From an optimization exercise on the open Yosys and OpenROAD flow, aimed at small area and a short achievable clock period; shortcuts taken in it are not production practice.
Function was not checked in any run shown here: the RTL went through the layout flow alone.
No activity file was given, so power comes from the tool's default toggle rates.

## flow/design.v (module list and top-level ports; edited modules follow where they fit)
// module fir_low_pass_filter: 873 lines
// module fir_fa: 6 lines
// module fir_ha: 6 lines
// module fir_han: 6 lines
// module fir_add16: 60 lines
// module fir_inv: 5 lines
// module fir_addlo: 6 lines
// module fir_addlot: 9 lines
// module fir_gt8: 5 lines
// module fir_ones7: 5 lines
// module fir_inc7: 5 lines
module fir_low_pass_filter(Data_out, Data_in, clk, rst);
  // ...
==> flow/flow/run.sh <==
#!/bin/bash
set -euo pipefail
export BUFFER_PORTS_ARGS="-buffer_cell sky130_fd_sc_hd__buf_4"
export CTS_ARGS="-sink_clustering_enable -repair_clock_nets -sink_clustering_size 32 -sink_clustering_max_diameter 80 -buf_list {sky130_fd_sc_hd__clkbuf_8 sky130_fd_sc_hd__clkbuf_16} -dont_use_dummy_load"
bash standard.sh finish > layout.log 2>&1
==> flow/standard.sh <==
#!/bin/bash
# synth_recipe.tcl (not shown) runs the flow's synth.tcl, then flattens the netlist and writes it again
# the make line also repeats each setting of config.mk as NAME=value (left out here)
make -C /OpenROAD-flow-scripts/flow DESIGN_CONFIG=/design/flow/config.mk WORK_HOME=/design/flow/orfs CLKGATE_MAP_FILE= SYNTH_SCRIPT=/design/flow/synth_recipe.tcl "${@:-finish}"
==> flow/config.mk <==
export PLATFORM = sky130hd
export DESIGN_NAME = fir_low_pass_filter
export DESIGN_NICKNAME = fir_low_pass_filter
export VERILOG_FILES = /design/flow/design.v
export SDC_FILE = /design/flow/constraint.sdc
export NUM_CORES = 4
export LEC_CHECK = 0
export CAP_MARGIN = 20
export CORE_MARGIN = 2
export CORE_UTILIZATION = 40
export CTS_BUF_LIST = sky130_fd_sc_hd__clkbuf_8 sky130_fd_sc_hd__clkbuf_16
export CTS_CLUSTER_DIAMETER = 80
export CTS_CLUSTER_SIZE = 32
export SLEW_MARGIN = 20
export SYNTH_HIERARCHICAL = 1
==> flow/constraint.sdc <==
create_clock -name core_clock -period 11.0 [get_ports {clk}]
set_input_delay 2.2000 -clock core_clock [delete_from_list [all_inputs] [get_ports {clk}]]
set_output_delay 2.2000 -clock core_clock [all_outputs]
set_load 0.01 [all_outputs]
==> flow_metrics.env, run 1 <==
export IMPL_ir_worst_vdd_v=0.0000905
export IMPL_status="no timing/DRC/antenna violations"
export IMPL_core_area_sq_um=37800
export IMPL_powerSeq_w=0.00120
export IMPL_p_comb_w=0.000200
export IMPL_fillers=3606
export IMPL_crit_top_cell="inv_1"
export IMPL_cts_resized_gates=0
export IMPL_finClkSkew_ps=40.7
export IMPL_drive_gt1_share_pct=6.08
export IMPL_r2r_start="x1[1]"
export IMPL_relSlewSlack_pct=44.6
export IMPL_route_met2_wl_um=12900
export IMPL_holdPathStages=1
export IMPL_worstHoldStart="x19[2]"
export IMPL_drt_pass1_iter_count=4
export IMPL_min_to="x20[2]"
export IMPL_dpl_instance_area_sq_um=16000
export IMPL_grt_antenna_before_repair=0
export IMPL_grt_use_total_pct=14.4
export IMPL_min_period_ps=3580
export IMPL_drt_initial_drc_count=354
export IMPL_final_util_pct=43.4
export IMPL_die_area_sq_um=40200
export IMPL_powerDensity_nw_per_um2=124
export IMPL_final_common_cell="dfxtp_1"
export IMPL_io_pins=26
==> module fir_gt8, before the edit <==
module fir_gt8(a, b, gt);
  input [7:0] a, b;
  output gt;
  assign gt = a > b;
endmodule
==> run 2: changes to the inputs <==
==> flow/design.v (replaced) <==
`timescale 1ns/1ps
module fir_low_pass_filter(Data_out, Data_in, clk, rst);
  output [15:0] Data_out;
  input [7:0] Data_in;
  input clk, rst;
  reg [7:0] x1;
  reg [7:0] x2;
  reg [7:0] x3;
  reg [7:0] x4;
  reg [7:0] x5;
  reg [7:0] x6;
  reg [7:0] x7;
  reg [7:0] x8;
  reg [7:0] x9;
  reg [7:0] x10;
  reg [7:0] x11;
  reg [7:0] x12;
  reg [7:0] x13;
  reg [7:0] x14;
  reg [7:0] x15;
  reg [7:0] x16;
  reg [7:0] x17;
  reg [7:0] x18;
  reg [7:0] x19;
  reg [7:0] x20;
  reg [7:0] x21;
  reg [7:0] x22;
  reg [7:0] x23;
  reg [7:0] x24;
  reg [7:0] x25;
  reg [7:0] x26;
  reg [14:0] P2a;
  reg [13:0] P2b;
  reg [12:0] P2c;
  reg [15:0] Pa;
  reg [15:0] Pb;
  reg [15:0] Q;
  reg [9:0] V;
  reg [8:0] Y;
  reg [6:0] YH;
  reg [6:0] T;
  wire hs1, hc1;
  fir_ha u_ha1 (.a(x12[0]), .b(x12[3]), .s(hs1), .co(hc1));
  wire fs2, fc2;
  fir_fa u_fa2 (.a(x12[0]), .b(x12[1]), .c(x12[4]), .s(fs2), .co(fc2));
  wire fs3, fc3;
  fir_fa u_fa3 (.a(x14[0]), .b(x23[3]), .c(x25[4]), .s(fs3), .co(fc3));
  wire fs4, fc4;
  fir_fa u_fa4 (.a(x10[0]), .b(x10[2]), .c(x10[3]), .s(fs4), .co(fc4));
  wire hs5, hc5;
  fir_ha u_ha5 (.a(x25[5]), .b(x9[0]), .s(hs5), .co(hc5));
  wire fs6, fc6;
  fir_fa u_fa6 (.a(x12[1]), .b(x12[2]), .c(x12[5]), .s(fs6), .co(fc6));
  wire fs7, fc7;
  fir_fa u_fa7 (.a(x14[1]), .b(x23[4]), .c(x25[5]), .s(fs7), .co(fc7));
  wire fs8, fc8;
  fir_fa u_fa8 (.a(x10[1]), .b(x10[3]), .c(x10[4]), .s(fs8), .co(fc8));
  wire fs9, fc9;
  fir_fa u_fa9 (.a(x11[1]), .b(x11[2]), .c(x11[5]), .s(fs9), .co(fc9));
  wire fs10, fc10;
  fir_fa u_fa10 (.a(x22[5]), .b(x24[4]), .c(x26[5]), .s(fs10), .co(fc10));
  wire fs11, fc11;
  fir_fa u_fa11 (.a(x12[2]), .b(x12[3]), .c(x12[6]), .s(fs11), .co(fc11));
  wire fs12, fc12;
  fir_fa u_fa12 (.a(x14[2]), .b(x23[5]), .c(x25[6]), .s(fs12), .co(fc12));
  wire fs13, fc13;
  fir_fa u_fa13 (.a(x10[2]), .b(x10[4]), .c(x10[5]), .s(fs13), .co(fc13));
  wire fs14, fc14;
  fir_fa u_fa14 (.a(x11[2]), .b(x11[3]), .c(x11[6]), .s(fs14), .co(fc14));
  wire fs15, fc15;
  fir_fa u_fa15 (.a(x22[6]), .b(x24[5]), .c(x26[6]), .s(fs15), .co(fc15));
  wire hs16, hc16;
  fir_ha u_ha16 (.a(x25[7]), .b(x9[2]), .s(hs16), .co(hc16));
  wire fs17, fc17;
  fir_fa u_fa17 (.a(x12[3]), .b(x12[4]), .c(x12[7]), .s(fs17), .co(fc17));
  wire fs18, fc18;
  fir_fa u_fa18 (.a(x14[3]), .b(x23[6]), .c(x25[7]), .s(fs18), .co(fc18));
  wire fs19, fc19;
  fir_fa u_fa19 (.a(x10[3]), .b(x10[5]), .c(x10[6]), .s(fs19), .co(fc19));
  wire fs20, fc20;
  fir_fa u_fa20 (.a(x11[3]), .b(x11[4]), .c(x11[7]), .s(fs20), .co(fc20));
  wire fs21, fc21;
  fir_fa u_fa21 (.a(x22[7]), .b(x24[6]), .c(x26[7]), .s(fs21), .co(fc21));
  wire fs22, fc22;
  fir_fa u_fa22 (.a(x12[4]), .b(x12[5]), .c(x14[4]), .s(fs22), .co(fc22));
  wire fs23, fc23;
  fir_fa u_fa23 (.a(x10[4]), .b(x10[6]), .c(x10[7]), .s(fs23), .co(fc23));
  wire fs24, fc24;
  fir_fa u_fa24 (.a(x12[1]), .b(x23[0]), .c(x25[1]), .s(fs24), .co(fc24));
  wire fs25, fc25;
  fir_fa u_fa25 (.a(x12[2]), .b(x23[1]), .c(x25[2]), .s(fs25), .co(fc25));
  wire fs26, fc26;
  fir_fa u_fa26 (.a(x10[0]), .b(x10[1]), .c(x11[2]), .s(fs26), .co(fc26));
  wire fs27, fc27;
  fir_fa u_fa27 (.a(x23[2]), .b(x25[3]), .c(x25[4]), .s(fs27), .co(fc27));
  wire fs28, fc28;
  fir_fa u_fa28 (.a(x10[1]), .b(x10[2]), .c(x11[0]), .s(fs28), .co(fc28));
  wire fs29, fc29;
  fir_fa u_fa29 (.a(x11[3]), .b(x22[3]), .c(x24[2]), .s(fs29), .co(fc29));
  wire fs30, fc30;
  fir_fa u_fa30 (.a(x11[0]), .b(x11[1]), .c(x11[4]), .s(fs30), .co(fc30));
  wire fs31, fc31;
  fir_fa u_fa31 (.a(x22[4]), .b(x24[3]), .c(x26[4]), .s(fs31), .co(fc31));
  wire fs32, fc32;
  fir_fa u_fa32 (.a(hc1), .b(hs5), .c(fs2), .s(fs32), .co(fc32));
  wire hs33, hc33;
  fir_ha u_ha33 (.a(x7[3]), .b(x7[5]), .s(hs33), .co(hc33));
  wire hn34 = ~(hs33 | hc33);
  wire fs35, fc35;
  fir_fa u_fa35 (.a(x25[6]), .b(x9[1]), .c(hc5), .s(fs35), .co(fc35));
  wire fs36, fc36;
  fir_fa u_fa36 (.a(x7[4]), .b(x7[6]), .c(fc4), .s(fs36), .co(fc36));
  wire fs37, fc37;
  fir_fa u_fa37 (.a(fc2), .b(fc3), .c(fs6), .s(fs37), .co(fc37));
  wire fs38, fc38;
  fir_fa u_fa38 (.a(fs10), .b(fs8), .c(fs9), .s(fs38), .co(fc38));
  wire fs39, fc39;
  fir_fa u_fa39 (.a(hs16), .b(fc6), .c(fc7), .s(fs39), .co(fc39));
  wire fs40, fc40;
  fir_fa u_fa40 (.a(x7[5]), .b(x7[7]), .c(fc10), .s(fs40), .co(fc40));
  wire fs41, fc41;
  fir_fa u_fa41 (.a(fc8), .b(fc9), .c(fs13), .s(fs41), .co(fc41));
  wire fs42, fc42;
  fir_fa u_fa42 (.a(fs11), .b(fs12), .c(~fs14), .s(fs42), .co(fc42));
  wire fs43, fc43;
  fir_fa u_fa43 (.a(x9[3]), .b(hc16), .c(fc11), .s(fs43), .co(fc43));
  wire fs44, fc44;
  fir_fa u_fa44 (.a(x7[6]), .b(fc13), .c(fc14), .s(fs44), .co(fc44));
  wire fs45, fc45;
  fir_fa u_fa45 (.a(fc12), .b(fs17), .c(fs18), .s(fs45), .co(fc45));
  wire fs46, fc46;
  fir_fa u_fa46 (.a(fc15), .b(fs19), .c(fs20), .s(fs46), .co(fc46));
  wire fs47, fc47;
  fir_fa u_fa47 (.a(x11[4]), .b(x11[5]), .c(x24[7]), .s(fs47), .co(fc47));
  wire fs48, fc48;
  fir_fa u_fa48 (.a(x23[7]), .b(x9[4]), .c(fc17), .s(fs48), .co(fc48));
  wire fs49, fc49;
  fir_fa u_fa49 (.a(x7[7]), .b(fc19), .c(fc20), .s(fs49), .co(fc49));
  wire fs50, fc50;
  fir_fa u_fa50 (.a(fc18), .b(~fc21), .c(fs22), .s(fs50), .co(fc50));
  wire fs51, fc51;
  fir_fa u_fa51 (.a(x12[5]), .b(x12[6]), .c(x14[5]), .s(fs51), .co(fc51));
  wire fs52, fc52;
  fir_fa u_fa52 (.a(x10[5]), .b(x10[7]), .c(x11[5]), .s(fs52), .co(fc52));
  wire hs53, hc53;
  fir_ha u_ha53 (.a(x9[5]), .b(fc22), .s(hs53), .co(hc53));
  wire hs54, hc54;
  fir_ha u_ha54 (.a(x12[6]), .b(x12[7]), .s(hs54), .co(hc54));
  wire hs55, hc55;
  fir_ha u_ha55 (.a(x12[0]), .b(x25[0]), .s(hs55), .co(hc55));
  wire fs56, fc56;
  fir_fa u_fa56 (.a(x10[0]), .b(x11[1]), .c(x22[1]), .s(fs56), .co(fc56));
  wire fs57, fc57;
  fir_fa u_fa57 (.a(x24[0]), .b(x26[1]), .c(x7[0]), .s(fs57), .co(fc57));
  wire fs58, fc58;
  fir_fa u_fa58 (.a(x22[2]), .b(x24[1]), .c(x26[2]), .s(fs58), .co(fc58));
  wire fs59, fc59;
  fir_fa u_fa59 (.a(x25[3]), .b(fc24), .c(fs25), .s(fs59), .co(fc59));
  wire hs60, hc60;
  fir_ha u_ha60 (.a(x7[1]), .b(x7[3]), .s(hs60), .co(hc60));
  wire hn61 = ~(hs60 | hc60);
  wire fs62, fc62;
  fir_fa u_fa62 (.a(x26[3]), .b(x7[2]), .c(x7[4]), .s(fs62), .co(fc62));
  wire fs63, fc63;
  fir_fa u_fa63 (.a(hs1), .b(fc25), .c(fs27), .s(fs63), .co(fc63));
  wire fs64, fc64;
  fir_fa u_fa64 (.a(fc26), .b(fs28), .c(fs29), .s(fs64), .co(fc64));
  wire fs65, fc65;
  fir_fa u_fa65 (.a(hs33), .b(fc27), .c(fs3), .s(fs65), .co(fc65));
  wire fs66, fc66;
  fir_fa u_fa66 (.a(fc28), .b(fc29), .c(fs30), .s(fs66), .co(fc66));
  wire fs67, fc67;
  fir_fa u_fa67 (.a(fs31), .b(fs4), .c(~fs32), .s(fs67), .co(fc67));
  wire fs68, fc68;
  fir_fa u_fa68 (.a(hn34), .b(fs7), .c(fs35), .s(fs68), .co(fc68));
  wire fs69, fc69;
  fir_fa u_fa69 (.a(fc30), .b(fc31), .c(fs36), .s(fs69), .co(fc69));
  wire fs70, fc70;
  fir_fa u_fa70 (.a(fc32), .b(fs37), .c(~fs38), .s(fs70), .co(fc70));
  wire fs71, fc71;
  fir_fa u_fa71 (.a(fc35), .b(fc37), .c(fs39), .s(fs71), .co(fc71));
  wire fs72, fc72;
  fir_fa u_fa72 (.a(fs15), .b(fc36), .c(fc38), .s(fs72), .co(fc72));
  wire fs73, fc73;
  fir_fa u_fa73 (.a(fs40), .b(fs41), .c(~fs42), .s(fs73), .co(fc73));
  wire fs74, fc74;
  fir_fa u_fa74 (.a(fc39), .b(fc42), .c(fs43), .s(fs74), .co(fc74));
  wire fs75, fc75;
  fir_fa u_fa75 (.a(fs21), .b(fc40), .c(fc41), .s(fs75), .co(fc75));
  wire fs76, fc76;
  fir_fa u_fa76 (.a(fs44), .b(~fs45), .c(fs46), .s(fs76), .co(fc76));
  wire fs77, fc77;
  fir_fa u_fa77 (.a(fs23), .b(fs47), .c(fc44), .s(fs77), .co(fc77));
  wire fs78, fc78;
  fir_fa u_fa78 (.a(fc43), .b(fc45), .c(fs48), .s(fs78), .co(fc78));
  wire fs79, fc79;
  fir_fa u_fa79 (.a(fc46), .b(fs49), .c(~fs50), .s(fs79), .co(fc79));
  wire fs80, fc80;
  fir_fa u_fa80 (.a(x11[6]), .b(fc23), .c(fc47), .s(fs80), .co(fc80));
  wire fs81, fc81;
  fir_fa u_fa81 (.a(fs51), .b(hs53), .c(fc48), .s(fs81), .co(fc81));
  wire fs82, fc82;
  fir_fa u_fa82 (.a(fs52), .b(fc49), .c(~fc50), .s(fs82), .co(fc82));
  wire fs83, fc83;
  fir_fa u_fa83 (.a(x10[6]), .b(x11[6]), .c(x11[7]), .s(fs83), .co(fc83));
  wire fs84, fc84;
  fir_fa u_fa84 (.a(x14[6]), .b(x9[6]), .c(hs54), .s(fs84), .co(fc84));
  wire fs85, fc85;
  fir_fa u_fa85 (.a(fc51), .b(~fc52), .c(hc53), .s(fs85), .co(fc85));
  wire fs86, fc86;
  fir_fa u_fa86 (.a(x12[7]), .b(x14[7]), .c(x9[7]), .s(fs86), .co(fc86));
  wire hs87, hc87;
  fir_ha u_ha87 (.a(x10[7]), .b(x11[7]), .s(hs87), .co(hc87));
  wire hn88 = ~(hs87 | hc87);
  wire fs89, fc89;
  fir_fa u_fa89 (.a(x11[0]), .b(x22[0]), .c(x26[0]), .s(fs89), .co(fc89));
  wire fs90, fc90;
  fir_fa u_fa90 (.a(x25[2]), .b(hc55), .c(fs24), .s(fs90), .co(fc90));
  wire hs91, hc91;
  fir_ha u_ha91 (.a(x7[2]), .b(fs56), .s(hs91), .co(hc91));
  wire hn92 = ~(hs91 | hc91);
  wire fs93, fc93;
  fir_fa u_fa93 (.a(fc56), .b(fc57), .c(fs26), .s(fs93), .co(fc93));
  wire fs94, fc94;
  fir_fa u_fa94 (.a(hs60), .b(~fs58), .c(fs59), .s(fs94), .co(fc94));
  wire fs95, fc95;
  fir_fa u_fa95 (.a(hn61), .b(fc59), .c(fs63), .s(fs95), .co(fc95));
  wire fs96, fc96;
  fir_fa u_fa96 (.a(fc58), .b(fs62), .c(fs64), .s(fs96), .co(fc96));
  wire fs97, fc97;
  fir_fa u_fa97 (.a(fc62), .b(fc64), .c(fs66), .s(fs97), .co(fc97));
  wire fs98, fc98;
  fir_fa u_fa98 (.a(fc63), .b(fs65), .c(~fs67), .s(fs98), .co(fc98));
  wire fs99, fc99;
  fir_fa u_fa99 (.a(fc66), .b(fc67), .c(fs69), .s(fs99), .co(fc99));
  wire fs100, fc100;
  fir_fa u_fa100 (.a(fc65), .b(fs68), .c(fs70), .s(fs100), .co(fc100));
  wire fs101, fc101;
  fir_fa u_fa101 (.a(fc68), .b(fc70), .c(fs71), .s(fs101), .co(fc101));
  wire fs102, fc102;
  fir_fa u_fa102 (.a(fc69), .b(fs72), .c(fs73), .s(fs102), .co(fc102));
  wire fs103, fc103;
  fir_fa u_fa103 (.a(fc72), .b(fc73), .c(fs75), .s(fs103), .co(fc103));
  wire fs104, fc104;
  fir_fa u_fa104 (.a(fc71), .b(fs74), .c(~fs76), .s(fs104), .co(fc104));
  wire fs105, fc105;
  fir_fa u_fa105 (.a(fc75), .b(fs77), .c(fc76), .s(fs105), .co(fc105));
  wire fs106, fc106;
  fir_fa u_fa106 (.a(fc74), .b(fs78), .c(~fs79), .s(fs106), .co(fc106));
  wire fs107, fc107;
  fir_fa u_fa107 (.a(fs80), .b(fc77), .c(fc79), .s(fs107), .co(fc107));
  wire fs108, fc108;
  fir_fa u_fa108 (.a(fc78), .b(fs81), .c(~fs82), .s(fs108), .co(fc108));
  wire fs109, fc109;
  fir_fa u_fa109 (.a(fs84), .b(fs85), .c(fc81), .s(fs109), .co(fc109));
  wire fs110, fc110;
  fir_fa u_fa110 (.a(fs83), .b(fc80), .c(fc82), .s(fs110), .co(fc110));
  wire fs111, fc111;
  fir_fa u_fa111 (.a(hc54), .b(hs87), .c(fs86), .s(fs111), .co(fc111));
  wire fs112, fc112;
  fir_fa u_fa112 (.a(~fc83), .b(fc84), .c(fc85), .s(fs112), .co(fc112));
  wire hs113, hc113;
  fir_ha u_ha113 (.a(x25[1]), .b(hs55), .s(hs113), .co(hc113));
  wire fs114, fc114;
  fir_fa u_fa114 (.a(fc89), .b(fs57), .c(~hs91), .s(fs114), .co(fc114));
  wire fs115, fc115;
  fir_fa u_fa115 (.a(hn92), .b(fc90), .c(fs94), .s(fs115), .co(fc115));
  wire fs116, fc116;
  fir_fa u_fa116 (.a(~fc93), .b(fc94), .c(fs95), .s(fs116), .co(fc116));
  wire fs117, fc117;
  fir_fa u_fa117 (.a(~fc95), .b(fc96), .c(fs97), .s(fs117), .co(fc117));
  wire fs118, fc118;
  fir_fa u_fa118 (.a(fc97), .b(~fc98), .c(fs99), .s(fs118), .co(fc118));
  wire fs119, fc119;
  fir_fa u_fa119 (.a(~fc99), .b(fc100), .c(fs101), .s(fs119), .co(fc119));
  wire fs120, fc120;
  fir_fa u_fa120 (.a(~fc101), .b(fc102), .c(fs103), .s(fs120), .co(fc120));
  wire fs121, fc121;
  fir_fa u_fa121 (.a(fc103), .b(~fc104), .c(fs105), .s(fs121), .co(fc121));
  wire fs122, fc122;
  fir_fa u_fa122 (.a(fc105), .b(~fc106), .c(fs107), .s(fs122), .co(fc122));
  wire fs123, fc123;
  fir_fa u_fa123 (.a(~fs109), .b(fs110), .c(fc107), .s(fs123), .co(fc123));
  wire fs124, fc124;
  fir_fa u_fa124 (.a(fs111), .b(fs112), .c(fc109), .s(fs124), .co(fc124));
  wire fs125, fc125;
  fir_fa u_fa125 (.a(fc86), .b(hn88), .c(fc111), .s(fs125), .co(fc125));
  wire hs126, hc126;
  fir_ha u_ha126 (.a(P2a[3]), .b(P2b[3]), .s(hs126), .co(hc126));
  wire fs127, fc127;
  fir_fa u_fa127 (.a(P2a[4]), .b(x14[1]), .c(x14[2]), .s(fs127), .co(fc127));
  wire fs128, fc128;
  fir_fa u_fa128 (.a(x16[0]), .b(x16[3]), .c(x17[2]), .s(fs128), .co(fc128));
  wire fs129, fc129;
  fir_fa u_fa129 (.a(P2b[5]), .b(x14[0]), .c(x14[2]), .s(fs129), .co(fc129));
  wire fs130, fc130;
  fir_fa u_fa130 (.a(x14[3]), .b(x16[1]), .c(x16[4]), .s(fs130), .co(fc130));
  wire fs131, fc131;
  fir_fa u_fa131 (.a(x17[3]), .b(x17[5]), .c(x2[4]), .s(fs131), .co(fc131));
  wire fs132, fc132;
  fir_fa u_fa132 (.a(P2a[6]), .b(P2c[5]), .c(x14[1]), .s(fs132), .co(fc132));
  wire fs133, fc133;
  fir_fa u_fa133 (.a(x14[3]), .b(x14[4]), .c(x16[2]), .s(fs133), .co(fc133));
  wire fs134, fc134;
  fir_fa u_fa134 (.a(x16[5]), .b(x17[4]), .c(x17[6]), .s(fs134), .co(fc134));
  wire hs135, hc135;
  fir_ha u_ha135 (.a(x2[5]), .b(x9[2]), .s(hs135), .co(hc135));
  wire fs136, fc136;
  fir_fa u_fa136 (.a(P2a[7]), .b(P2b[7]), .c(x14[2]), .s(fs136), .co(fc136));
  wire fs137, fc137;
  fir_fa u_fa137 (.a(x14[4]), .b(x14[5]), .c(x16[3]), .s(fs137), .co(fc137));
  wire fs138, fc138;
  fir_fa u_fa138 (.a(x16[6]), .b(x17[5]), .c(x17[7]), .s(fs138), .co(fc138));
  wire fs139, fc139;
  fir_fa u_fa139 (.a(x2[6]), .b(x9[3]), .c(x9[6]), .s(fs139), .co(fc139));
  wire fs140, fc140;
  fir_fa u_fa140 (.a(P2c[7]), .b(x14[3]), .c(x14[5]), .s(fs140), .co(fc140));
  wire fs141, fc141;
  fir_fa u_fa141 (.a(x14[6]), .b(x16[4]), .c(x16[7]), .s(fs141), .co(fc141));
  wire fs142, fc142;
  fir_fa u_fa142 (.a(x17[6]), .b(x2[7]), .c(x9[4]), .s(fs142), .co(fc142));
  wire hs143, hc143;
  fir_ha u_ha143 (.a(P2a[8]), .b(P2b[8]), .s(hs143), .co(hc143));
  wire hn144 = ~(hs143 | hc143);
  wire fs145, fc145;
  fir_fa u_fa145 (.a(P2b[9]), .b(P2c[8]), .c(x14[4]), .s(fs145), .co(fc145));
  wire fs146, fc146;
  fir_fa u_fa146 (.a(x14[6]), .b(x14[7]), .c(x16[5]), .s(fs146), .co(fc146));
  wire hs147, hc147;
  fir_ha u_ha147 (.a(P2a[1]), .b(P2b[1]), .s(hs147), .co(hc147));
  wire fs148, fc148;
  fir_fa u_fa148 (.a(P2c[1]), .b(x14[0]), .c(x16[1]), .s(fs148), .co(fc148));
  wire fs149, fc149;
  fir_fa u_fa149 (.a(x17[0]), .b(x17[2]), .c(x2[1]), .s(fs149), .co(fc149));
  wire fs150, fc150;
  fir_fa u_fa150 (.a(x14[0]), .b(x14[1]), .c(x16[2]), .s(fs150), .co(fc150));
  wire fs151, fc151;
  fir_fa u_fa151 (.a(x17[1]), .b(x17[3]), .c(x2[2]), .s(fs151), .co(fc151));
  wire hs152, hc152;
  fir_ha u_ha152 (.a(x9[2]), .b(hs126), .s(hs152), .co(hc152));
  wire fs153, fc153;
  fir_fa u_fa153 (.a(x17[4]), .b(x2[3]), .c(x9[0]), .s(fs153), .co(fc153));
  wire fs154, fc154;
  fir_fa u_fa154 (.a(x9[3]), .b(hc126), .c(fs127), .s(fs154), .co(fc154));
  wire fs155, fc155;
  fir_fa u_fa155 (.a(P2b[4]), .b(P2c[3]), .c(~fs128), .s(fs155), .co(fc155));
  wire fs156, fc156;
  fir_fa u_fa156 (.a(x9[1]), .b(x9[4]), .c(fc127), .s(fs156), .co(fc156));
  wire fs157, fc157;
  fir_fa u_fa157 (.a(fc128), .b(fs129), .c(fs130), .s(fs157), .co(fc157));
  wire fs158, fc158;
  fir_fa u_fa158 (.a(P2a[5]), .b(P2c[4]), .c(~fs131), .s(fs158), .co(fc158));
  wire fs159, fc159;
  fir_fa u_fa159 (.a(x9[5]), .b(hs135), .c(fc129), .s(fs159), .co(fc159));
  wire fs160, fc160;
  fir_fa u_fa160 (.a(fc130), .b(fc131), .c(fs132), .s(fs160), .co(fc160));
  wire fs161, fc161;
  fir_fa u_fa161 (.a(~P2b[6]), .b(fs133), .c(fs134), .s(fs161), .co(fc161));
  wire fs162, fc162;
  fir_fa u_fa162 (.a(hc135), .b(fc132), .c(fc133), .s(fs162), .co(fc162));
  wire fs163, fc163;
  fir_fa u_fa163 (.a(fc134), .b(fs136), .c(fs137), .s(fs163), .co(fc163));
  wire fs164, fc164;
  fir_fa u_fa164 (.a(~P2c[6]), .b(fs138), .c(fs139), .s(fs164), .co(fc164));
  wire fs165, fc165;
  fir_fa u_fa165 (.a(x9[7]), .b(hs143), .c(fc136), .s(fs165), .co(fc165));
  wire fs166, fc166;
  fir_fa u_fa166 (.a(fc137), .b(fc138), .c(fc139), .s(fs166), .co(fc166));
  wire fs167, fc167;
  fir_fa u_fa167 (.a(fs140), .b(fs141), .c(fs142), .s(fs167), .co(fc167));
  wire fs168, fc168;
  fir_fa u_fa168 (.a(x17[7]), .b(x9[5]), .c(fc140), .s(fs168), .co(fc168));
  wire fs169, fc169;
  fir_fa u_fa169 (.a(fc141), .b(fc142), .c(hn144), .s(fs169), .co(fc169));
  wire fs170, fc170;
  fir_fa u_fa170 (.a(~P2a[9]), .b(fs145), .c(fs146), .s(fs170), .co(fc170));
  wire fs171, fc171;
  fir_fa u_fa171 (.a(P2b[10]), .b(P2c[9]), .c(x14[5]), .s(fs171), .co(fc171));
  wire fs172, fc172;
  fir_fa u_fa172 (.a(x14[7]), .b(x16[6]), .c(x9[6]), .s(fs172), .co(fc172));
  wire fs173, fc173;
  fir_fa u_fa173 (.a(~P2a[10]), .b(fc145), .c(fc146), .s(fs173), .co(fc173));
  wire fs174, fc174;
  fir_fa u_fa174 (.a(P2b[11]), .b(P2c[10]), .c(x14[6]), .s(fs174), .co(fc174));
  wire hs175, hc175;
  fir_ha u_ha175 (.a(x16[7]), .b(x9[7]), .s(hs175), .co(hc175));
  wire fs176, fc176;
  fir_fa u_fa176 (.a(x16[0]), .b(x17[1]), .c(x2[0]), .s(fs176), .co(fc176));
  wire fs177, fc177;
  fir_fa u_fa177 (.a(x9[1]), .b(hc147), .c(fs148), .s(fs177), .co(fc177));
  wire hs178, hc178;
  fir_ha u_ha178 (.a(P2a[2]), .b(P2b[2]), .s(hs178), .co(hc178));
  wire hn179 = ~(hs178 | hc178);
  wire fs180, fc180;
  fir_fa u_fa180 (.a(fc148), .b(fc149), .c(fs150), .s(fs180), .co(fc180));
  wire fs181, fc181;
  fir_fa u_fa181 (.a(~P2c[2]), .b(fs151), .c(hs152), .s(fs181), .co(fc181));
  wire fs182, fc182;
  fir_fa u_fa182 (.a(fc150), .b(fc151), .c(fs153), .s(fs182), .co(fc182));
  wire fs183, fc183;
  fir_fa u_fa183 (.a(hc152), .b(fs154), .c(~fs155), .s(fs183), .co(fc183));
  wire fs184, fc184;
  fir_fa u_fa184 (.a(fc153), .b(fc154), .c(fs156), .s(fs184), .co(fc184));
  wire fs185, fc185;
  fir_fa u_fa185 (.a(fc155), .b(~fs157), .c(fs158), .s(fs185), .co(fc185));
  wire fs186, fc186;
  fir_fa u_fa186 (.a(fc156), .b(fc157), .c(fs159), .s(fs186), .co(fc186));
  wire fs187, fc187;
  fir_fa u_fa187 (.a(~fc158), .b(fs160), .c(fs161), .s(fs187), .co(fc187));
  wire fs188, fc188;
  fir_fa u_fa188 (.a(fc159), .b(fc160), .c(fc161), .s(fs188), .co(fc188));
  wire fs189, fc189;
  fir_fa u_fa189 (.a(fs162), .b(fs163), .c(fs164), .s(fs189), .co(fc189));
  wire fs190, fc190;
  fir_fa u_fa190 (.a(fc162), .b(fc163), .c(fc164), .s(fs190), .co(fc190));
  wire fs191, fc191;
  fir_fa u_fa191 (.a(fs165), .b(fs166), .c(fs167), .s(fs191), .co(fc191));
  wire fs192, fc192;
  fir_fa u_fa192 (.a(fc165), .b(fc166), .c(fc167), .s(fs192), .co(fc192));
  wire fs193, fc193;
  fir_fa u_fa193 (.a(fs168), .b(fs169), .c(fs170), .s(fs193), .co(fc193));
  wire fs194, fc194;
  fir_fa u_fa194 (.a(fs171), .b(fs172), .c(fc168), .s(fs194), .co(fc194));
  wire fs195, fc195;
  fir_fa u_fa195 (.a(fc169), .b(fc170), .c(fs173), .s(fs195), .co(fc195));
  wire fs196, fc196;
  fir_fa u_fa196 (.a(hs175), .b(fc171), .c(fc172), .s(fs196), .co(fc196));
  wire fs197, fc197;
  fir_fa u_fa197 (.a(~P2a[11]), .b(fs174), .c(fc173), .s(fs197), .co(fc197));
  wire fs198, fc198;
  fir_fa u_fa198 (.a(P2a[12]), .b(P2c[11]), .c(x14[7]), .s(fs198), .co(fc198));
  wire fs199, fc199;
  fir_fa u_fa199 (.a(~P2b[12]), .b(hc175), .c(fc174), .s(fs199), .co(fc199));
  wire hs200, hc200;
  fir_ha u_ha200 (.a(P2a[13]), .b(P2b[13]), .s(hs200), .co(hc200));
  wire hn201 = ~(hs200 | hc200);
  wire hs202, hc202;
  fir_ha u_ha202 (.a(1'b0), .b(P2b[0]), .s(hs202), .co(hc202));
  wire fs203, fc203;
  fir_fa u_fa203 (.a(x9[0]), .b(hs147), .c(fs176), .s(fs203), .co(fc203));
  wire fs204, fc204;
  fir_fa u_fa204 (.a(hs178), .b(fc176), .c(fs149), .s(fs204), .co(fc204));
  wire fs205, fc205;
  fir_fa u_fa205 (.a(hn179), .b(fc177), .c(fs180), .s(fs205), .co(fc205));
  wire fs206, fc206;
  fir_fa u_fa206 (.a(fc180), .b(fs182), .c(fc181), .s(fs206), .co(fc206));
  wire fs207, fc207;
  fir_fa u_fa207 (.a(fc182), .b(fc183), .c(fs184), .s(fs207), .co(fc207));
  wire fs208, fc208;
  fir_fa u_fa208 (.a(fc184), .b(fs186), .c(fs187), .s(fs208), .co(fc208));
  wire fs209, fc209;
  fir_fa u_fa209 (.a(fc186), .b(fc187), .c(fs188), .s(fs209), .co(fc209));
  wire fs210, fc210;
  fir_fa u_fa210 (.a(fc188), .b(fc189), .c(fs190), .s(fs210), .co(fc210));
  wire fs211, fc211;
  fir_fa u_fa211 (.a(fc190), .b(fc191), .c(fs192), .s(fs211), .co(fc211));
  wire fs212, fc212;
  fir_fa u_fa212 (.a(fc192), .b(fs194), .c(fc193), .s(fs212), .co(fc212));
  wire fs213, fc213;
  fir_fa u_fa213 (.a(fs196), .b(fc194), .c(fc195), .s(fs213), .co(fc213));
  wire fs214, fc214;
  fir_fa u_fa214 (.a(fs198), .b(fc196), .c(fs199), .s(fs214), .co(fc214));
  wire fs215, fc215;
  fir_fa u_fa215 (.a(hs200), .b(fc198), .c(fc199), .s(fs215), .co(fc215));
  wire fs216, fc216;
  fir_fa u_fa216 (.a(1'b0), .b(1'b0), .c(hn201), .s(fs216), .co(fc216));
  wire hs217, hc217;
  fir_ha u_ha217 (.a(1'b0), .b(1'b0), .s(hs217), .co(hc217));
  wire hs218, hc218;
  fir_ha u_ha218 (.a(x17[0]), .b(hs202), .s(hs218), .co(hc218));
  wire fs219, fc219;
  fir_fa u_fa219 (.a(~P2c[0]), .b(hc202), .c(fs203), .s(fs219), .co(fc219));
  wire fs220, fc220;
  fir_fa u_fa220 (.a(fc203), .b(fs177), .c(fs204), .s(fs220), .co(fc220));
  wire fs221, fc221;
  fir_fa u_fa221 (.a(fc204), .b(fs181), .c(fs205), .s(fs221), .co(fc221));
  wire fs222, fc222;
  fir_fa u_fa222 (.a(fc205), .b(fs183), .c(fs206), .s(fs222), .co(fc222));
  wire fs223, fc223;
  fir_fa u_fa223 (.a(~fs185), .b(fc206), .c(fs207), .s(fs223), .co(fc223));
  wire fs224, fc224;
  fir_fa u_fa224 (.a(~fc185), .b(fc207), .c(fs208), .s(fs224), .co(fc224));
  wire fs225, fc225;
  fir_fa u_fa225 (.a(fs189), .b(fc208), .c(fs209), .s(fs225), .co(fc225));
  wire fs226, fc226;
  fir_fa u_fa226 (.a(fs191), .b(fc209), .c(fs210), .s(fs226), .co(fc226));
  wire fs227, fc227;
  fir_fa u_fa227 (.a(fs193), .b(fc210), .c(fs211), .s(fs227), .co(fc227));
  wire fs228, fc228;
  fir_fa u_fa228 (.a(fs195), .b(fc211), .c(fs212), .s(fs228), .co(fc228));
  wire fs229, fc229;
  fir_fa u_fa229 (.a(fs197), .b(fs213), .c(fc212), .s(fs229), .co(fc229));
  wire fs230, fc230;
  fir_fa u_fa230 (.a(fc197), .b(fs214), .c(fc213), .s(fs230), .co(fc230));
  wire fs231, fc231;
  fir_fa u_fa231 (.a(~P2c[12]), .b(fc214), .c(fs215), .s(fs231), .co(fc231));
  wire fs232, fc232;
  fir_fa u_fa232 (.a(~P2a[14]), .b(fs216), .c(fc215), .s(fs232), .co(fc232));
  wire fs233, fc233;
  fir_fa u_fa233 (.a(1'b0), .b(hs217), .c(fc216), .s(fs233), .co(fc233));
  wire hs234, hc234;
  fir_ha u_ha234 (.a(Pa[2]), .b(Pb[2]), .s(hs234), .co(hc234));
  wire hn235 = ~(hs234 | hc234);
  wire fs236, fc236;
  fir_fa u_fa236 (.a(Pa[3]), .b(Pb[3]), .c(x1[1]), .s(fs236), .co(fc236));
  wire fs237, fc237;
  fir_fa u_fa237 (.a(Pa[4]), .b(Pb[4]), .c(x1[2]), .s(fs237), .co(fc237));
  wire fs238, fc238;
  fir_fa u_fa238 (.a(Pa[5]), .b(Pb[5]), .c(x1[3]), .s(fs238), .co(fc238));
  wire fs239, fc239;
  fir_fa u_fa239 (.a(Pa[6]), .b(Pb[6]), .c(x1[4]), .s(fs239), .co(fc239));
  wire fs240, fc240;
  fir_fa u_fa240 (.a(Pa[7]), .b(Pb[7]), .c(x1[5]), .s(fs240), .co(fc240));
  wire fs241, fc241;
  fir_fa u_fa241 (.a(Pa[8]), .b(Pb[8]), .c(x1[6]), .s(fs241), .co(fc241));
  wire fs242, fc242;
  fir_fa u_fa242 (.a(Pa[9]), .b(Pb[9]), .c(x1[7]), .s(fs242), .co(fc242));
  wire hs243, hc243;
  fir_ha u_ha243 (.a(x2[0]), .b(hs234), .s(hs243), .co(hc243));
  wire fs244, fc244;
  fir_fa u_fa244 (.a(x2[1]), .b(hn235), .c(~fs236), .s(fs244), .co(fc244));
  wire fs245, fc245;
  fir_fa u_fa245 (.a(~x2[2]), .b(fc236), .c(fs237), .s(fs245), .co(fc245));
  wire fs246, fc246;
  fir_fa u_fa246 (.a(~x2[3]), .b(fc237), .c(fs238), .s(fs246), .co(fc246));
  wire fs247, fc247;
  fir_fa u_fa247 (.a(~x2[4]), .b(fc238), .c(fs239), .s(fs247), .co(fc247));
  wire fs248, fc248;
  fir_fa u_fa248 (.a(~x2[5]), .b(fc239), .c(fs240), .s(fs248), .co(fc248));
  wire fs249, fc249;
  fir_fa u_fa249 (.a(~x2[6]), .b(fc240), .c(fs241), .s(fs249), .co(fc249));
  wire fs250, fc250;
  fir_fa u_fa250 (.a(~x2[7]), .b(fc241), .c(fs242), .s(fs250), .co(fc250));
  wire fs251, fc251;
  fir_fa u_fa251 (.a(Pa[10]), .b(Pb[10]), .c(fc242), .s(fs251), .co(fc251));
  wire hs252, hc252;
  fir_ha u_ha252 (.a(Pa[11]), .b(Pb[11]), .s(hs252), .co(hc252));
  wire hn253 = ~(hs252 | hc252);
  wire hs254, hc254;
  fir_ha u_ha254 (.a(Pa[12]), .b(Pb[12]), .s(hs254), .co(hc254));
  wire hn255 = ~(hs254 | hc254);
  wire hs256, hc256;
  fir_ha u_ha256 (.a(Pa[13]), .b(Pb[13]), .s(hs256), .co(hc256));
  wire hn257 = ~(hs256 | hc256);
  wire hs258, hc258;
  fir_ha u_ha258 (.a(Pa[14]), .b(Pb[14]), .s(hs258), .co(hc258));
  wire hn259 = ~(hs258 | hc258);
  wire hs260, hc260;
  fir_ha u_ha260 (.a(Pa[15]), .b(Pb[15]), .s(hs260), .co(hc260));
  wire hn261 = ~(hs260 | hc260);
  wire [15:0] Q_sum;
  fir_cpa_Q u_Q_add (.a({hs260, hs258, hs256, hs254, hs252, ~fc250, ~fc249, ~fc248, ~fc247, ~fc246, ~fc245, fc244, hc243, ~x1[0], ~Pa[1], Pa[0]}), .b({hn259, hn257, hn255, hn253, ~fc251, ~fs251, ~fs250, ~fs249, ~fs248, ~fs247, ~fs246, ~fs245, fs244, hs243, ~Pb[1], ~Pb[0]}), .s(Q_sum));
  wire [15:0] R;
  wire [9:0] V_n;
  fir_mul3 u_v (.d(Data_in), .v(V_n));
  fir_addr u_r_add (.a(Q), .v(V), .s(R));
  wire [9:0] L_n;
  wire [6:0] K;
  fir_ones7 u_ones (.a(R[15:9]), .k(K));
  fir_addlo u_lo_add (.r(R[8:0]), .d(Data_in), .y(L_n));
  wire C9;
  fir_gt8 u_c9 (.a(Data_in), .r(R[8:1]), .gt(C9));
  wire rst_n;
  fir_inv u_rst_n (.a(rst), .y(rst_n));
  reg rq, rqn;
  always @(posedge clk) begin
    rq <= rst;
    rqn <= ~rst;
  end
  always @(posedge clk) begin
    if (rst) begin
      V[0] <= 1'h0;
      V[1] <= 1'h0;
      V[2] <= 1'h0;
      V[3] <= 1'h0;
      V[4] <= 1'h0;
      V[5] <= 1'h0;
      V[6] <= 1'h0;
      V[7] <= 1'h0;
      V[8] <= 1'h0;
      V[9] <= 1'h0;
      Y[0] <= 1'h0;
      Y[1] <= 1'h0;
      Y[2] <= 1'h0;
      Y[3] <= 1'h0;
      Y[4] <= 1'h0;
      Y[5] <= 1'h0;
      Y[6] <= 1'h0;
      Y[7] <= 1'h0;
      Y[8] <= 1'h0;
      YH[0] <= 1'h0;
      YH[1] <= 1'h0;
      YH[2] <= 1'h0;
      YH[3] <= 1'h0;
      YH[4] <= 1'h0;
      YH[5] <= 1'h0;
      YH[6] <= 1'h0;
      T[0] <= 1'h0;
      T[1] <= 1'h0;
      T[2] <= 1'h0;
      T[3] <= 1'h0;
      T[4] <= 1'h0;
      T[5] <= 1'h0;
      T[6] <= 1'h0;
    end else begin
      V[0] <= V_n[0];
      V[1] <= V_n[1];
      V[2] <= V_n[2];
      V[3] <= V_n[3];
      V[4] <= V_n[4];
      V[5] <= V_n[5];
      V[6] <= V_n[6];
      V[7] <= V_n[7];
      V[8] <= V_n[8];
      V[9] <= V_n[9];
      Y[0] <= L_n[0];
      Y[1] <= L_n[1];
      Y[2] <= L_n[2];
      Y[3] <= L_n[3];
      Y[4] <= L_n[4];
      Y[5] <= L_n[5];
      Y[6] <= L_n[6];
      Y[7] <= L_n[7];
      Y[8] <= L_n[8];
      YH[0] <= R[9];
      YH[1] <= R[10];
      YH[2] <= R[11];
      YH[3] <= R[12];
      YH[4] <= R[13];
      YH[5] <= R[14];
      YH[6] <= R[15];
      T[0] <= (C9 & K[0]);
      T[1] <= (C9 & K[1]);
      T[2] <= (C9 & K[2]);
      T[3] <= (C9 & K[3]);
      T[4] <= (C9 & K[4]);
      T[5] <= (C9 & K[5]);
      T[6] <= (C9 & K[6]);
    end
  end
  always @(posedge clk) begin
    if (!rst_n) begin
      x1 <= 8'hff;
    end else begin
      x1 <= ~Data_in;
    end
  end
  always @(posedge clk) begin
    if (rst | rq) begin
      Q[0] <= 1'h0;
      Q[1] <= 1'h0;
      Q[2] <= 1'h0;
      Q[3] <= 1'h0;
      Q[4] <= 1'h0;
      Q[5] <= 1'h0;
      Q[6] <= 1'h0;
      Q[7] <= 1'h0;
      Q[8] <= 1'h0;
      Q[9] <= 1'h0;
      Q[10] <= 1'h0;
      Q[11] <= 1'h0;
      Q[12] <= 1'h0;
      Q[13] <= 1'h0;
      Q[14] <= 1'h0;
      Q[15] <= 1'h0;
    end else begin
      Q[0] <= Q_sum[0];
      Q[1] <= Q_sum[1];
      Q[2] <= Q_sum[2];
      Q[3] <= Q_sum[3];
      Q[4] <= Q_sum[4];
      Q[5] <= Q_sum[5];
      Q[6] <= Q_sum[6];
      Q[7] <= Q_sum[7];
      Q[8] <= Q_sum[8];
      Q[9] <= Q_sum[9];
      Q[10] <= Q_sum[10];
      Q[11] <= Q_sum[11];
      Q[12] <= Q_sum[12];
      Q[13] <= Q_sum[13];
      Q[14] <= Q_sum[14];
      Q[15] <= Q_sum[15];
    end
  end
  always @(posedge clk) begin
    if (rq) begin
      x2 <= 8'h0;
      x4 <= 8'h0;
      x6 <= 8'h0;
      x9 <= 8'h0;
      x12 <= 8'h0;
      x14 <= 8'h0;
      x16 <= 8'h0;
      x17 <= 8'h0;
      x19 <= 8'h0;
      x21 <= 8'h0;
      x23 <= 8'h0;
      x25 <= 8'h0;
      P2a[1] <= 1'h0;
      P2a[3] <= 1'h0;
      P2a[4] <= 1'h0;
      P2a[6] <= 1'h0;
      P2a[7] <= 1'h0;
      P2a[12] <= 1'h0;
      P2b[0] <= 1'h0;
      P2b[1] <= 1'h0;
      P2b[3] <= 1'h0;
      P2b[5] <= 1'h0;
      P2b[7] <= 1'h0;
      P2b[9] <= 1'h0;
      P2b[10] <= 1'h0;
      P2b[11] <= 1'h0;
      P2c[1] <= 1'h0;
      P2c[5] <= 1'h0;
      P2c[7] <= 1'h0;
      P2c[8] <= 1'h0;
      P2c[9] <= 1'h0;
      P2c[10] <= 1'h0;
      P2c[11] <= 1'h0;
      Pa[0] <= 1'h0;
    end else begin
      x2 <= ~x1;
      x4 <= ~x3;
      x6 <= ~x5;
      x9 <= ~x8;
      x12 <= ~x11;
      x14 <= ~x13;
      x16 <= ~x15;
      x17 <= x16;
      x19 <= ~x18;
      x21 <= ~x20;
      x23 <= ~x22;
      x25 <= ~x24;
      P2a[1] <= ~x7[1];
      P2a[3] <= ~fs93;
      P2a[4] <= ~fs96;
      P2a[6] <= ~fc117;
      P2a[7] <= ~fs102;
      P2a[12] <= ~fc110;
      P2b[0] <= ~x7[0];
      P2b[1] <= ~fs89;
      P2b[3] <= ~fc114;
      P2b[5] <= ~fs117;
      P2b[7] <= ~fc118;
      P2b[9] <= ~fc120;
      P2b[10] <= ~fc121;
      P2b[11] <= ~fc122;
      P2c[1] <= ~fs114;
      P2c[5] <= ~fs118;
      P2c[7] <= ~fs120;
      P2c[8] <= ~fs121;
      P2c[9] <= ~fs122;
      P2c[10] <= ~fs123;
      P2c[11] <= ~fc123;
      Pa[0] <= ~P2a[0];
    end
  end
  always @(posedge clk) begin
    if (!rqn) begin
      x3 <= 8'hff;
      x5 <= 8'hff;
      x7 <= 8'hff;
      x8 <= 8'hff;
      x10 <= 8'hff;
      x11 <= 8'hff;
      x13 <= 8'hff;
      x15 <= 8'hff;
      x18 <= 8'hff;
      x20 <= 8'hff;
      x22 <= 8'hff;
      x24 <= 8'hff;
      x26 <= 8'hff;
      P2a[0] <= 1'h1;
      P2a[2] <= 1'h1;
      P2a[5] <= 1'h1;
      P2a[8] <= 1'h1;
      P2a[9] <= 1'h1;
      P2a[10] <= 1'h1;
      P2a[11] <= 1'h1;
      P2a[13] <= 1'h1;
      P2a[14] <= 1'h1;
      P2b[2] <= 1'h1;
      P2b[4] <= 1'h1;
      P2b[6] <= 1'h1;
      P2b[8] <= 1'h1;
      P2b[12] <= 1'h1;
      P2b[13] <= 1'h1;
      P2c[0] <= 1'h1;
      P2c[2] <= 1'h1;
      P2c[3] <= 1'h1;
      P2c[4] <= 1'h1;
      P2c[6] <= 1'h1;
      P2c[12] <= 1'h1;
      Pa[1] <= 1'h1;
      Pa[2] <= 1'h1;
      Pa[3] <= 1'h1;
      Pa[4] <= 1'h1;
      Pa[5] <= 1'h1;
      Pa[6] <= 1'h1;
      Pa[7] <= 1'h1;
      Pa[8] <= 1'h1;
      Pa[9] <= 1'h1;
      Pa[10] <= 1'h1;
      Pa[11] <= 1'h1;
      Pa[12] <= 1'h1;
      Pa[13] <= 1'h1;
      Pa[14] <= 1'h1;
      Pa[15] <= 1'h1;
      Pb[0] <= 1'h1;
      Pb[1] <= 1'h1;
      Pb[2] <= 1'h1;
      Pb[3] <= 1'h1;
      Pb[4] <= 1'h1;
      Pb[5] <= 1'h1;
      Pb[6] <= 1'h1;
      Pb[7] <= 1'h1;
      Pb[8] <= 1'h1;
      Pb[9] <= 1'h1;
      Pb[10] <= 1'h1;
      Pb[11] <= 1'h1;
      Pb[12] <= 1'h1;
      Pb[13] <= 1'h1;
      Pb[14] <= 1'h1;
      Pb[15] <= 1'h1;
    end else begin
      x3 <= ~x2;
      x5 <= ~x4;
      x7 <= ~x6;
      x8 <= x7;
      x10 <= ~x9;
      x11 <= x10;
      x13 <= ~x12;
      x15 <= ~x14;
      x18 <= ~x17;
      x20 <= ~x19;
      x22 <= ~x21;
      x24 <= ~x23;
      x26 <= ~x25;
      P2a[0] <= ~x25[0];
      P2a[2] <= ~hc113;
      P2a[5] <= ~fc116;
      P2a[8] <= ~fs104;
      P2a[9] <= ~fs106;
      P2a[10] <= ~fs108;
      P2a[11] <= ~fc108;
      P2a[13] <= ~fs125;
      P2a[14] <= ~fc125;
      P2b[2] <= ~fs90;
      P2b[4] <= ~fc115;
      P2b[6] <= ~fs100;
      P2b[8] <= ~fc119;
      P2b[12] <= ~fs124;
      P2b[13] <= ~fc112;
      P2c[0] <= ~hs113;
      P2c[2] <= ~fs115;
      P2c[3] <= ~fs116;
      P2c[4] <= ~fs98;
      P2c[6] <= ~fs119;
      P2c[12] <= ~fc124;
      Pa[1] <= ~hc218;
      Pa[2] <= ~fc219;
      Pa[3] <= ~fc220;
      Pa[4] <= ~fc221;
      Pa[5] <= ~fc222;
      Pa[6] <= ~fc223;
      Pa[7] <= ~fc224;
      Pa[8] <= ~fc225;
      Pa[9] <= ~fc226;
      Pa[10] <= ~fc227;
      Pa[11] <= ~fc228;
      Pa[12] <= ~fc229;
      Pa[13] <= ~fs231;
      Pa[14] <= ~fc231;
      Pa[15] <= ~fs233;
      Pb[0] <= ~hs218;
      Pb[1] <= ~fs219;
      Pb[2] <= ~fs220;
      Pb[3] <= ~fs221;
      Pb[4] <= ~fs222;
      Pb[5] <= ~fs223;
      Pb[6] <= ~fs224;
      Pb[7] <= ~fs225;
      Pb[8] <= ~fs226;
      Pb[9] <= ~fs227;
      Pb[10] <= ~fs228;
      Pb[11] <= ~fs229;
      Pb[12] <= ~fs230;
      Pb[13] <= ~fc230;
      Pb[14] <= ~fs232;
      Pb[15] <= ~fc232;
    end
  end
  assign Data_out = {YH ^ T, Y};
endmodule
module fir_fa(a, b, c, s, co);
  input a, b, c;
  output s, co;
  assign s = a ^ b ^ c;
  assign co = (a & b) | (a & c) | (b & c);
endmodule
module fir_ha(a, b, s, co);
  input a, b;
  output s, co;
  assign s = a ^ b;
  assign co = a & b;
endmodule
module fir_cpa_Q(a, b, s);
  input [15:0] a;
  input [15:0] b;
  output [15:0] s;
 wire [15:0] g0 = {a[15], a[14], a[13], a[12], a[11], a[10], a[9], a[8], a[7], a[6], a[5], a[4], a[3], a[2], a[1], a[0]} & {b[15], b[14], b[13], b[12], b[11], b[10], b[9], b[8], b[7], b[6], b[5], b[4], b[3], b[2], b[1], b[0]};
 wire [15:0] p0 = {a[15], a[14], a[13], a[12], a[11], a[10], a[9], a[8], a[7], a[6], a[5], a[4], a[3], a[2], a[1], a[0]} ^ {b[15], b[14], b[13], b[12], b[11], b[10], b[9], b[8], b[7], b[6], b[5], b[4], b[3], b[2], b[1], b[0]};
 wire G1 = g0[1] | (p0[1] & g0[0]);
 wire P1 = p0[1] & p0[0];
 wire G2 = g0[3] | (p0[3] & g0[2]);
 wire P2 = p0[3] & p0[2];
 wire G3 = g0[5] | (p0[5] & g0[4]);
 wire P3 = p0[5] & p0[4];
 wire G4 = g0[7] | (p0[7] & g0[6]);
 wire P4 = p0[7] & p0[6];
 wire G5 = g0[9] | (p0[9] & g0[8]);
 wire P5 = p0[9] & p0[8];
 wire G6 = g0[11] | (p0[11] & g0[10]);
 wire P6 = p0[11] & p0[10];
 wire G7 = g0[13] | (p0[13] & g0[12]);
 wire P7 = p0[13] & p0[12];
 wire G8 = g0[15] | (p0[15] & g0[14]);
 wire P8 = p0[15] & p0[14];
 wire G9 = G2 | (P2 & G1);
 wire P9 = P2 & P1;
 wire G10 = G4 | (P4 & G3);
 wire P10 = P4 & P3;
 wire G11 = G6 | (P6 & G5);
 wire P11 = P6 & P5;
 wire G12 = G8 | (P8 & G7);
 wire P12 = P8 & P7;
 wire G13 = G10 | (P10 & G9);
 wire P13 = P10 & P9;
 wire G14 = G12 | (P12 & G11);
 wire P14 = P12 & P11;
 wire G15 = G14 | (P14 & G13);
 wire P15 = P14 & P13;
 wire G16 = g0[2] | (p0[2] & G1);
 wire P16 = p0[2] & P1;
 wire G17 = g0[4] | (p0[4] & G9);
 wire P17 = p0[4] & P9;
 wire G18 = G3 | (P3 & G9);
 wire P18 = P3 & P9;
 wire G19 = g0[6] | (p0[6] & G18);
 wire P19 = p0[6] & P18;
 wire G20 = g0[8] | (p0[8] & G13);
 wire P20 = p0[8] & P13;
 wire G21 = G5 | (P5 & G13);
 wire P21 = P5 & P13;
 wire G22 = g0[10] | (p0[10] & G21);
 wire P22 = p0[10] & P21;
 wire G23 = G11 | (P11 & G13);
 wire P23 = P11 & P13;
 wire G24 = g0[12] | (p0[12] & G23);
 wire P24 = p0[12] & P23;
 wire G25 = G7 | (P7 & G23);
 wire P25 = P7 & P23;
 wire G26 = g0[14] | (p0[14] & G25);
 wire P26 = p0[14] & P25;
  assign s = {(p0[15] ^ G26), (p0[14] ^ G25), (p0[13] ^ G24), (p0[12] ^ G23), (p0[11] ^ G22), (p0[10] ^ G21), (p0[9] ^ G20), (p0[8] ^ G13), (p0[7] ^ G19), (p0[6] ^ G18), (p0[5] ^ G17), (p0[4] ^ G9), (p0[3] ^ G16), (p0[2] ^ G1), (p0[1] ^ g0[0]), p0[0]};
endmodule
module fir_addr(a, v, s);
  input [15:0] a;
  input [9:0] v;
  output [15:0] s;
 wire [15:0] g0 = a & {6'd0, v};
 wire [15:0] p0 = a ^ {6'd0, v};
 wire G1 = g0[1] | (p0[1] & g0[0]);
 wire P1 = p0[1] & p0[0];
 wire G2 = g0[3] | (p0[3] & g0[2]);
 wire P2 = p0[3] & p0[2];
 wire G3 = g0[5] | (p0[5] & g0[4]);
 wire P3 = p0[5] & p0[4];
 wire G4 = g0[7] | (p0[7] & g0[6]);
 wire P4 = p0[7] & p0[6];
 wire G5 = g0[9] | (p0[9] & g0[8]);
 wire P5 = p0[9] & p0[8];
 wire G6 = g0[11] | (p0[11] & g0[10]);
 wire P6 = p0[11] & p0[10];
 wire G7 = g0[13] | (p0[13] & g0[12]);
 wire P7 = p0[13] & p0[12];
 wire G8 = g0[15] | (p0[15] & g0[14]);
 wire P8 = p0[15] & p0[14];
 wire G9 = G2 | (P2 & G1);
 wire P9 = P2 & P1;
 wire G10 = G4 | (P4 & G3);
 wire P10 = P4 & P3;
 wire G11 = G6 | (P6 & G5);
 wire P11 = P6 & P5;
 wire G12 = G8 | (P8 & G7);
 wire P12 = P8 & P7;
 wire G13 = G10 | (P10 & G9);
 wire P13 = P10 & P9;
 wire G14 = G12 | (P12 & G11);
 wire P14 = P12 & P11;
 wire G15 = G14 | (P14 & G13);
 wire P15 = P14 & P13;
 wire G16 = g0[2] | (p0[2] & G1);
 wire P16 = p0[2] & P1;
 wire G17 = g0[4] | (p0[4] & G9);
 wire P17 = p0[4] & P9;
 wire G18 = G3 | (P3 & G9);
 wire P18 = P3 & P9;
 wire G19 = g0[6] | (p0[6] & G18);
 wire P19 = p0[6] & P18;
 wire G20 = g0[8] | (p0[8] & G13);
 wire P20 = p0[8] & P13;
 wire G21 = G5 | (P5 & G13);
 wire P21 = P5 & P13;
 wire G22 = g0[10] | (p0[10] & G21);
 wire P22 = p0[10] & P21;
 wire G23 = G11 | (P11 & G13);
 wire P23 = P11 & P13;
 wire G24 = g0[12] | (p0[12] & G23);
 wire P24 = p0[12] & P23;
 wire G25 = G7 | (P7 & G23);
 wire P25 = P7 & P23;
 wire G26 = g0[14] | (p0[14] & G25);
 wire P26 = p0[14] & P25;
  assign s = {(p0[15] ^ G26), (p0[14] ^ G25), (p0[13] ^ G24), (p0[12] ^ G23), (p0[11] ^ G22), (p0[10] ^ G21), (p0[9] ^ G20), (p0[8] ^ G13), (p0[7] ^ G19), (p0[6] ^ G18), (p0[5] ^ G17), (p0[4] ^ G9), (p0[3] ^ G16), (p0[2] ^ G1), (p0[1] ^ g0[0]), p0[0]};
endmodule
module fir_inv(a, y);
  input a;
  output y;
  assign y = ~a;
endmodule
module fir_mul3(d, v);
  input [7:0] d;
  output [9:0] v;
 wire [9:0] g0 = {2'd0, d} & {1'd0, d, 1'b0};
 wire [9:0] p0 = {2'd0, d} ^ {1'd0, d, 1'b0};
 wire G1 = g0[1] | (p0[1] & g0[0]);
 wire P1 = p0[1] & p0[0];
 wire G2 = g0[3] | (p0[3] & g0[2]);
 wire P2 = p0[3] & p0[2];
 wire G3 = g0[5] | (p0[5] & g0[4]);
 wire P3 = p0[5] & p0[4];
 wire G4 = g0[7] | (p0[7] & g0[6]);
 wire P4 = p0[7] & p0[6];
 wire G5 = g0[9] | (p0[9] & g0[8]);
 wire P5 = p0[9] & p0[8];
 wire G6 = G2 | (P2 & G1);
 wire P6 = P2 & P1;
 wire G7 = G4 | (P4 & G3);
 wire P7 = P4 & P3;
 wire G8 = G7 | (P7 & G6);
 wire P8 = P7 & P6;
 wire G9 = g0[2] | (p0[2] & G1);
 wire P9 = p0[2] & P1;
 wire G10 = g0[4] | (p0[4] & G6);
 wire P10 = p0[4] & P6;
 wire G11 = G3 | (P3 & G6);
 wire P11 = P3 & P6;
 wire G12 = g0[6] | (p0[6] & G11);
 wire P12 = p0[6] & P11;
 wire G13 = g0[8] | (p0[8] & G8);
 wire P13 = p0[8] & P8;
 wire G14 = G5 | (P5 & G8);
 wire P14 = P5 & P8;
  assign v = {(p0[9] ^ G13), (p0[8] ^ G8), (p0[7] ^ G12), (p0[6] ^ G11), (p0[5] ^ G10), (p0[4] ^ G6), (p0[3] ^ G9), (p0[2] ^ G1), (p0[1] ^ g0[0]), p0[0]};
endmodule
module fir_addlo(r, d, y);
  input [8:0] r;
  input [7:0] d;
  output [9:0] y;
  assign y = {1'b0, r} + {1'b0, d, 1'b0};
endmodule
module fir_addlot(r, d, k, y, t);
  input [8:0] r;
  input [7:0] d;
  input [6:0] k;
  output [9:0] y;
  output [6:0] t;
  assign y = {1'b0, r} + {1'b0, d, 1'b0};
  assign t = {7{y[9]}} & k;
endmodule
module fir_gt8(a, r, gt);
  input [7:0] a, r;
  output gt;
  wire [7:0] g = a & r;
  wire [7:0] t = a | r;
  wire G10 = g[1] | (t[1] & g[0]);
  wire T10 = t[1] & t[0];
  wire G32 = g[3] | (t[3] & g[2]);
  wire T32 = t[3] & t[2];
  wire G54 = g[5] | (t[5] & g[4]);
  wire T54 = t[5] & t[4];
  wire G76 = g[7] | (t[7] & g[6]);
  wire T76 = t[7] & t[6];
  wire G30 = G32 | (T32 & G10);
  wire G74 = G76 | (T76 & G54);
  wire T74 = T76 & T54;
  assign gt = G74 | (T74 & G30);
endmodule
module fir_ones7(a, k);
  input [6:0] a;
  output [6:0] k;
  assign k = {&a[5:0], &a[4:0], &a[3:0], &a[2:0], &a[1:0], a[0], 1'b1};
endmodule
module fir_inc7(a, y);
  input [6:0] a;
  output [6:0] y;
  assign y = a + 7'd1;
endmodule
==> run 2 against run 1 <==
- register-to-register slack improved by 210 ps
- clock skew increased by 3.9 ps
- via count increased by 1.7%
- routed wire length increased by 1.2%
- largest power group unchanged
- global-route usage decreased by 0.32 points
- final cell count decreased by 1.5%
- design area decreased by 0.30%
- still clean
- first-iteration DRC count decreased by 12%
- power increased by 0.56%
- largest cell class unchanged
- sequential cell count increased by 10
- highest routed layer unchanged
==> flow_metrics.env, run 2 <==
export IMPL_io_pins=26
export IMPL_die_area_sq_um=40200
export IMPL_clkTransAtPathRegs_ps=110
export IMPL_cts_tree="built"
export IMPL_powerDensity_nw_per_um2=125
export IMPL_post_cts_buffers=0
export IMPL_num_rows=71
export IMPL_fillers=3553
export IMPL_n_antenna_cell=0
export IMPL_reg_largest_list="Pa x16, Pb x16, Q x16"
export IMPL_die_y_um=201
export IMPL_core_area_sq_um=37800
export IMPL_drt_initial_drc_count=313
export IMPL_viasPerCell=4.50
export IMPL_end_kind="flip-flop"
export IMPL_grt_start_max_net_pins=89
export IMPL_p_leak_nw=7.13
export IMPL_numCtsBuffers=16
export IMPL_finalNetCount=1591
export IMPL_slowest_stage="fa_1"
export IMPL_cp_max_fo=3
export IMPL_critPathKind="reg -> reg"
export IMPL_crit_arrival_ps=3760
export IMPL_fin_crit_sh_pct=30.6
export IMPL_status="no timing/DRC/antenna violations"
export IMPL_hpwl_um=20500
export IMPL_grt_antenna_before_repair=0
export IMPL_hold_path_class="reg -> reg"
export IMPL_grt_pass1_vias=8609
export IMPL_crit_top_cell="fa_1"
export IMPL_tightest_slew_ps=953
export IMPL_drv_slew=0
export IMPL_finalSetupViolCount=0
export IMPL_grt_overflow=0
export IMPL_grt_use_total_pct=14.0
export IMPL_syn_to_final_growth_pct=5.94
export IMPL_final_util_pct=43.3
export IMPL_rsz0062_at_grt="false"
export IMPL_numPortBuffers=25
export IMPL_fmax_mhz=297
export IMPL_path_cells="fa_1 -> fa_1 -> inv_1 -> ha_1 -> a21oi_2 -> nand2_1 -> o21ai_1 -> a21oi_2 -> fa_1 -> xnor2_1 -> xnor2_1 -> nor3b_1"
export IMPL_numClockSinks=332
export IMPL_drive_gt1_share_pct=4.95
export IMPL_cap_violations=0
export IMPL_relSlewSlack_pct=36.4
export IMPL_vias=8029
export IMPL_clockRootBuffer="clkbuf_16"
export IMPL_final_setup_tns_ps=0
export IMPL_min_period_ps=3370
export IMPL_avgSynthCellArea_sq_um=12.2
export IMPL_dpl_instance_area_sq_um=16000
export IMPL_synth_cell_area_sq_um=15500
export IMPL_drc_errors=0
export IMPL_wl_per_cell_um=15.1
export IMPL_synthCells=1268
export IMPL_finClkSkew_ps=44.7
export IMPL_ir_worst_vdd_v=0.0000953
export IMPL_ant_nets=0
export IMPL_final_common_cell="dfxtp_1"
export IMPL_postCtsHoldBufs=0
export IMPL_clk_path_buf_depth=3
export IMPL_drt_pass1_iter_count=4
export IMPL_cp_data_required_time_ps=11390
export IMPL_fin_area_sq_um=16400
export IMPL_gp_congestion=0.798
export IMPL_start_util_pct=40.8
export IMPL_cts_resized_gates=0
export IMPL_startpoint_type="flip-flop"
export IMPL_final_cell_mix="dfxtp_1, fa_1, nand2_1"
export IMPL_die_w_um=201
export IMPL_clkLatencyLatePin_ps=510
export IMPL_htree_levels=1
export IMPL_final_hold_violation_count=0
export IMPL_grt_pass1_wl_um=45200
export IMPL_ys_warn_count=7
export IMPL_cpPeakStageDelay_ps=510
export IMPL_hold_ws_ps=339
export IMPL_totalWireLength_um=27000
[run 2: path summary, 6_finish.rpt]
check | from | cells after the start | endpoint | slack (ps)
setup reg to reg | Pa[4] | 12 | Q[15] | 7630
hold / removal | x4[6] | 1 | x5[6] | 340
setup / recovery | Pa[4] | 12 | Q[15] | 7630
hold reg to reg | x4[6] | 1 | x5[6] | 340
[run 2: layout make-up]
type	count	area, sq um	area share (%)
flip-flops and latches	332	6650	40.6
clock buffers	16	400	2.45
multi-input cells	789	8070	49.3
repair buffers	27	203	1.24
well taps	511	639	3.91
inverters	109	409	2.50
[run 2: metal layers]
layer,wire [um],vias up,global-route usage [%]
met2,13000,74,23.6
met4,453,0,2.78
met1,12700,4068,19.3
met5,0,-,0
met3,881,23,2.21
li1,-,3864,-
[run 2: per-stage QoR]
stage / std cells / power [W] / worst slack [ps]
3_5_place_dp: 1768 / 0.00145 / 7210
4_1_cts: 1784 / 0.00207 / 7570
2_1_floorplan: 1273 / 0.00141 / 7470
3_3_place_gp: 1768 / 0.00145 / 7220
5_1_grt: 1784 / 0.00214 / 7420
6_report: 1784 / 0.00204 / 7630
[run 2: where the power goes]
group | internal (W) | switching, W
registers | 0.00122 | 0.0000175
clock network | 0.000263 | 0.000360
logic | 0.0000819 | 0.0000969
[run 2: worst max-delay path, delay by kind of cell (launching register included)]
kind / cells / cell delay, ps
DFF: 1 / 330
xor gates and xnor gates: 2 / 310
buffers and inverters: 1 / 40
and+or+nand+nor: 2 / 280
adders and majority gates: 4 / 1670
AOI/OAI and AO/OA: 3 / 610

port drivers added, routing unchanged:
In the flow no input, the clock included, has a driving cell. The finished layouts below were timed again as built, in two steps. Step 1 sets driving cells, clkbuf_16 on the clock port and buf_2 on the other inputs (assumed; they add their load-dependent delay and slew). Step 2 adds t to the input delays and takes it off the output delays; t is the mean of the earliest and latest rising clock arrival at the registers after step 1. Input paths then give back, and output paths get back, about the clock's delay inside the block. Three values: ideal ports, drivers, drivers and shift; two values: the first two.
| run | shift t [ns] | setup slack, ns | worst setup path at the end | clock arrival spread, ns | worst slew at a driven data input, ns |
|---|---|---|---|---|---|
| run 1 | 0.538 | 7.423 / 7.423 / 7.213 | input to register | 0.053 / 0.054 | 0.03 |
| run 2 | 0.544 | 7.633 / 7.592 / 7.210 | input to register | 0.045 / 0.045 | 0.03 |
After both steps every run listed still meets setup and hold. For run 2, which loses most, drivers alone change the setup slack by -0.041 ns; drivers and shift together by -0.423 ns.
